From an optimization exercise on the open Yosys and OpenROAD flow, aimed at small area, a short achievable clock period and few clock cycles; shortcuts taken in it are not production practice. No run shown here included a check of the RTL's function; only the layout flow was run.

==> flow/design.v (outline; a module is shown in full before it is edited, if it fits) <==
// module CONVCOR: 733 lines
// module CONVCOR_fa: 6 lines
// module CONVCOR_ha: 6 lines
module CONVCOR(
        clk,
        rst_n,
        in_valid,
        in_a,
        in_b,
        in_mode,
        out_valid,
        out
);
  // ...
==> flow/flow/run.sh <==
#!/bin/bash
# Standard ORFS layout, with repair_timing aiming for extra setup slack so the
# layout is sized for a shorter period than the 12 ns constraint, plain
# buffers on the ports, and no dummy clock-tree loads.
set -euo pipefail
bash standard.sh SETUP_SLACK_MARGIN=8.7 \
  "BUFFER_PORTS_ARGS=-buffer_cell sky130_fd_sc_hd__buf_1" \
  "CTS_ARGS=-sink_clustering_enable -repair_clock_nets -dont_use_dummy_load" \
  finish > flow_standard.log 2>&1
==> flow/standard.sh <==
#!/bin/bash
# synth_recipe.tcl (not shown) runs the flow's synth.tcl, then flattens the netlist and writes it again
# the make line also repeats each setting of config.mk as NAME=value (left out here)
make -C /OpenROAD-flow-scripts/flow DESIGN_CONFIG=/design/flow/config.mk WORK_HOME=/design/flow/orfs CLKGATE_MAP_FILE= SYNTH_SCRIPT=/design/flow/synth_recipe.tcl "${@:-finish}"
==> flow/config.mk <==
export PLATFORM = sky130hd
export DESIGN_NAME = CONVCOR
export DESIGN_NICKNAME = CONVCOR
export VERILOG_FILES = /design/flow/design.v
export SDC_FILE = /design/flow/constraint.sdc
export NUM_CORES = 4
export LEC_CHECK = 0
export CAP_MARGIN = 20
export CORE_MARGIN = 2
export CORE_UTILIZATION = 40
export SLEW_MARGIN = 20
export SYNTH_HIERARCHICAL = 1
==> flow/constraint.sdc <==
create_clock -name core_clock -period 12.0 [get_ports {clk}]
set_input_delay 2.4000 -clock core_clock [delete_from_list [all_inputs] [get_ports {clk}]]
set_output_delay 2.4000 -clock core_clock [all_outputs]
set_load 0.01 [all_outputs]
==> key figures, run 1 <==
Timing
  – Final hold violation count: 0
  – Achievable clock frequency: 293 MHz
  – Worst-case clock skew: 36.3 ps
  – Slew of the pin with the lowest slew margin: 990 ps

CTS
  – Clock tree from TritonCTS: done
  – Max H-tree Level: 1
  – Cts hold-fix bufs: 0

Detailed routing
  – TritonRoute pass-1 iters: 7
  – Top routing layer in use: met4

Worst setup path
  – Cell Chain, Critical Path: buf_6
  – Setup Crit Path Kind: flop to primary output
  – Crit. End Element: primary output
  – Source of the worst register-to-register timing path: ti_p1_0

Hold path
  – Type of the most critical hold path: flop to flop
  – Hold Startpoint: acc

Logic synthesis
  – Post-synth EDFFs: 97
  – Most common cell in the netlist: sky130_fd_sc_hd__fa_1
  – Share of synthesized area occupied by flip-flops and latches: 0.392
  – Mapped Area: 16,100 sq um
  – Main synth FF type: sky130_fd_sc_hd__dfxtp_1

Global routing
  – Global-route met1 utilization: 0.230
  – Pin count of the biggest net entering global routing: 37

Final layout
  – Largest register FFs: 36

Place
  – Global placer's final weighted congestion: 0.771

Status
  – Result of the run: finished clean
==> inputs of run 2 (changes only) <==
==> flow/flow/run.sh (replaced) <==
#!/bin/bash
# Standard ORFS layout, with repair_timing aiming for extra setup slack so the
# layout is sized for a shorter period than the 12 ns constraint.
set -euo pipefail
bash standard.sh SETUP_SLACK_MARGIN=8.7 finish > flow_standard.log 2>&1
==> key figures, run 2 <==
Timing
  – Accumulated negative setup slack: 0 ps
  – Final hold violation count: 0 (unchanged)
  – Tmin final: 3420 ps
  – Setup repair after global routing missed its margin: yes
  – Share of the clock period used by the worst path: 0.285
  – Final setup violation count: 0
  – Final Max Tran Viols: 0
  – Achievable clock frequency: 292 MHz (-0.26%)
  – Worst-case clock skew: 10.5 ps (-25.8 ps)
  – Worst slew margin relative to its limit: 0.321
  – Slew of the pin with the lowest slew margin: 1010 ps (+24.5 ps)

Hold path
  – Endpoint of the worst hold-timing path: acc2
  – Hold Startpoint: acc
  – Cell count of the worst hold path: 0
  – Type of the most critical hold path: flop to flop

Detailed routing
  – Routed wire length: 35,500 microns
  – Overall via count from detail_route: 10,200
  – Final antenna-violating net count: 0
  – First-iteration detailed-routing DRC count: 601
  – Average wire length per cell after detail routing: 17.8 microns
  – Avg Vias per Cell: 5.13
  – Detailed-route DRC error count: 0
  – TritonRoute pass-1 iters: 6 (-1)

Logic synthesis
  – Share of the synthesized area in the top cell type: 0.298
  – Area fraction in compound gates after synthesis: 0.0716
  – Fraction of the mapped netlist area in simple logic gates: 0.136
  – Mapped Cells: 1,353
  – Synthesis warning total: 7
  – Post-synthesis sequential element count: 267
  – Avg Synthesized Cell Area: 11.9 sq um
  – Mapped Nets: 1,692
  – Adder-cell share of the synthesized area: 0.347
  – Portion of netlist area occupied by mux cells: 0.00264
  – Dominant combinational cell family by area after synthesis: adder cells
  – Share of synthesized area occupied by flip-flops and latches: 0.392 (unchanged)
  – Xor and xnor area share after synthesis: 0.0201
  – Unique cell type count in the Yosys netlist: 57
  – Cell type with the largest total area after synthesis: sky130_fd_sc_hd__fa_1
  – Most common cell in the netlist: sky130_fd_sc_hd__fa_1
  – Top area cells in the synthesized netlist: sky130_fd_sc_hd__fa_1, sky130_fd_sc_hd__dfxtp_1, sky130_fd_sc_hd__edfxtp_1, sky130_fd_sc_hd__nand2_1, sky130_fd_sc_hd__ha_1
  – Most instantiated cells after synthesis: sky130_fd_sc_hd__fa_1, sky130_fd_sc_hd__nand2_1, sky130_fd_sc_hd__dfxtp_1
  – FFs w/ async S/R, synth: 0
  – Post-synth EDFFs: 97 (unchanged)
  – Mapped Area: 16,100 sq um (unchanged)
  – Main synth FF type: sky130_fd_sc_hd__dfxtp_1

Flow run
  – Maximum capacitance violations: 0

Place
  – Number of placed instances with taps included: 1,897
  – Global placer's final weighted congestion: 0.797 (+3.4%)
  – Total half-perimeter wirelength after legalization and detailed placement: 24,600 microns
  – Number of port buffers: 72

CTS
  – CTS clock-pin slew for the worst setup and hold paths: 60 ps
  – Sink Count: 267
  – Maximum buffer depth of the clock tree: 3
  – Total clock buffers created by CTS: 29
  – Clock tree from TritonCTS: done
  – Root buffer cell: sky130_fd_sc_hd__clkbuf_16
  – Clock latency at the later pin of the worst-skew pair: 570 ps
  – Max H-tree Level: 1 (unchanged)
  – Cts hold-fix bufs: 0 (unchanged)

Floorplan
  – Initial Util: 0.406
  – Rows: 73
  – Floorplan Core Area: 39,700 sq um
  – I/O pin total: 73
  – Die Wd: 205 microns
  – Die span in y: 205 microns
  – Die outline area: 41,900 sq um

Final layout
  – Largest register FFs: 36 (unchanged)
  – Most frequent standard cell in the layout excluding fill and tap cells: sky130_fd_sc_hd__fa_1
  – Number of nets in the finished design: 1,788
  – Top reg by flops: out
  – Layout overhead on the synthesized area: 17.0%
  – Antenna cell count: 0
  – Post-Layout Cell Count: 1,997
  – Share of layout cells above drive strength 1: 0.144
  – Core Util, Final: 0.474
  – Top library cells by usage in the layout, fill and taps aside: sky130_fd_sc_hd__fa_1, sky130_fd_sc_hd__nand2_1, sky130_fd_sc_hd__dfxtp_1

Worst setup path
  – Critical-path maximum fanout: 2
  – FF-to-FF path depth: 7
  – Cell at the slowest stage of the critical path: sky130_fd_sc_hd__dfxtp_2
  – Crit. End Element: primary output
  – Source of the worst register-to-register timing path: xa[13]
  – Worst path buffer plus inverter count: 1
  – Delay of the slowest cell on the worst path: 350 ps
  – Setup Crit Path Kind: flop to primary output
  – Startpoint types: flop
  – Slack of the worst reg-to-reg path: 8780 ps
  – RR Endpoint: tr_p9_1
  – Required time reported for the critical path endpoint: 9600 ps
  – Cell Chain, Critical Path: buf_6
  – CP top delay family: flip-flops
  – Data arrival time of the critical path: 1020 ps

Global routing
  – Residual overflow from global routing: 0
  – Tot GR Track Use: 0.176
  – Pin count of the biggest net entering global routing: 37 (unchanged)
  – First-pass GRT wire length: 58,000 microns
  – Initial antenna violation count: 0
  – Via count of the first global-routing pass: 11,100

Status
  – Result of the run: finished clean
## run 2: how the worst max path moves through the flow
| stage | startpoint | end | slack, ps | cells past startpoint |
|---|---|---|---|---|
| after floorplan | in_valid | a0[0] | 8690 | 2 |
| after global placement | in_valid | a0[10] | 7870 | 3 |
| after detailed placement | in_valid | a0[10] | 7850 | 3 |
| after CTS | out[26] | out[26] | 8510 | 1 |
| after global routing | out[26] | out[26] | 8540 | 1 |
| final | out[14] | out[14] | 8580 | 1 |
## run 2: kinds of logic (layout without fill, tap and decap cells)
kind of cell,Yosys count,count (layout)
mux,3,3
compound gates,163,163
flops,267,267
simple gates,451,451
buf+inv,129,248
fa+ha+maj,303,303
xor+xnor,37,37
## run 2: per-layer routing
metal,part of all wire,up-vias,global-route usage
met5,0,-,0
met4,0.022,0,0.0448
met3,0.046,55,0.0243
met2,0.50,259,0.308
met1,0.43,5243,0.231
li1,-,4680,-
## run 2: Yosys stat by module, one instance, submodules excluded
module      cells  copies in the design  flops+latches  cell area [sq um]
CONVCOR      1111                     1            267              11300
CONVCOR_fa      1                   238              0               20.0
CONVCOR_ha      1                     4              0               12.5
## run 2: through the flow
| stage | hold slack (ps) | instance area (sq um) | setup WS [ps] |
|---|---|---|---|
| floorplan | 310 | 16100 | 8690 |
| global placement | 313 | 17300 | 7870 |
| detailed placement | 313 | 17300 | 7850 |
| CTS | 326 | 18600 | 8510 |
| global route | 344 | 18800 | 8540 |
| finish | 325 | 18800 | 8580 |
## run 2: layout make-up
| class | count | area [sq um] |
|---|---|---|
| Clock inverter | 12 | 134 |
| Sequential cell | 267 | 6430 |
| Timing Repair Buffer | 123 | 1170 |
| Inverter | 70 | 267 |
| Tap cell | 525 | 657 |
| Multi-Input combinational cell | 957 | 9350 |
| Clock buffer | 42 | 835 |
| Timing Repair inverter | 1 | 7.51 |
| Fill cell | 3626 | 20900 |
## run 2: timing repair
action | 4_1_cts | 5_1_grt
setup endpoints to repair | 97 | 48
pin swaps | 0 | 5
hold endpoints to repair | 0 | 0
buffers inserted | 23 | 22
cloned | 1 | 0
resized for setup | 251 | 18

re-timing with driven ports:
How much do the figures lean on ideal ports? The routed layouts below were timed once more, with nothing changed but the port constraints.
Step 1 (the two cells are an assumption about what drives the block):
set clk [get_ports {clk}]
set_driving_cell -lib_cell sky130_fd_sc_hd__clkbuf_16 $clk
set_driving_cell -lib_cell sky130_fd_sc_hd__buf_2 [delete_from_list [all_inputs] $clk]
Step 2 adds t to the input delays and takes it off the output delays; t is the mean of the earliest and latest rising clock arrival at the registers after step 1. Input paths then give back, and output paths get back, about the clock's delay inside the block.
Three values: ideal ports, drivers, drivers and shift; two values: the first two.
| run | shift t [ns] | slack for setup (ns) | clock arrival spread, ns | worst data-port slew with drivers (ns) | cell pins on the clock port's net |
|---|---|---|---|---|---|
| run 1 | 0.593 | 8.590 / 8.541 / 8.245 | 0.041 / 0.041 | 0.06 | 1 |
| run 2 | 0.619 | 8.581 / 8.529 / 8.174 | 0.010 / 0.010 | 0.05 | 1 |
After both steps setup and hold are still met in every run listed. For run 2, which loses most, drivers alone change the setup slack by -0.052 ns; drivers and shift together by -0.407 ns.
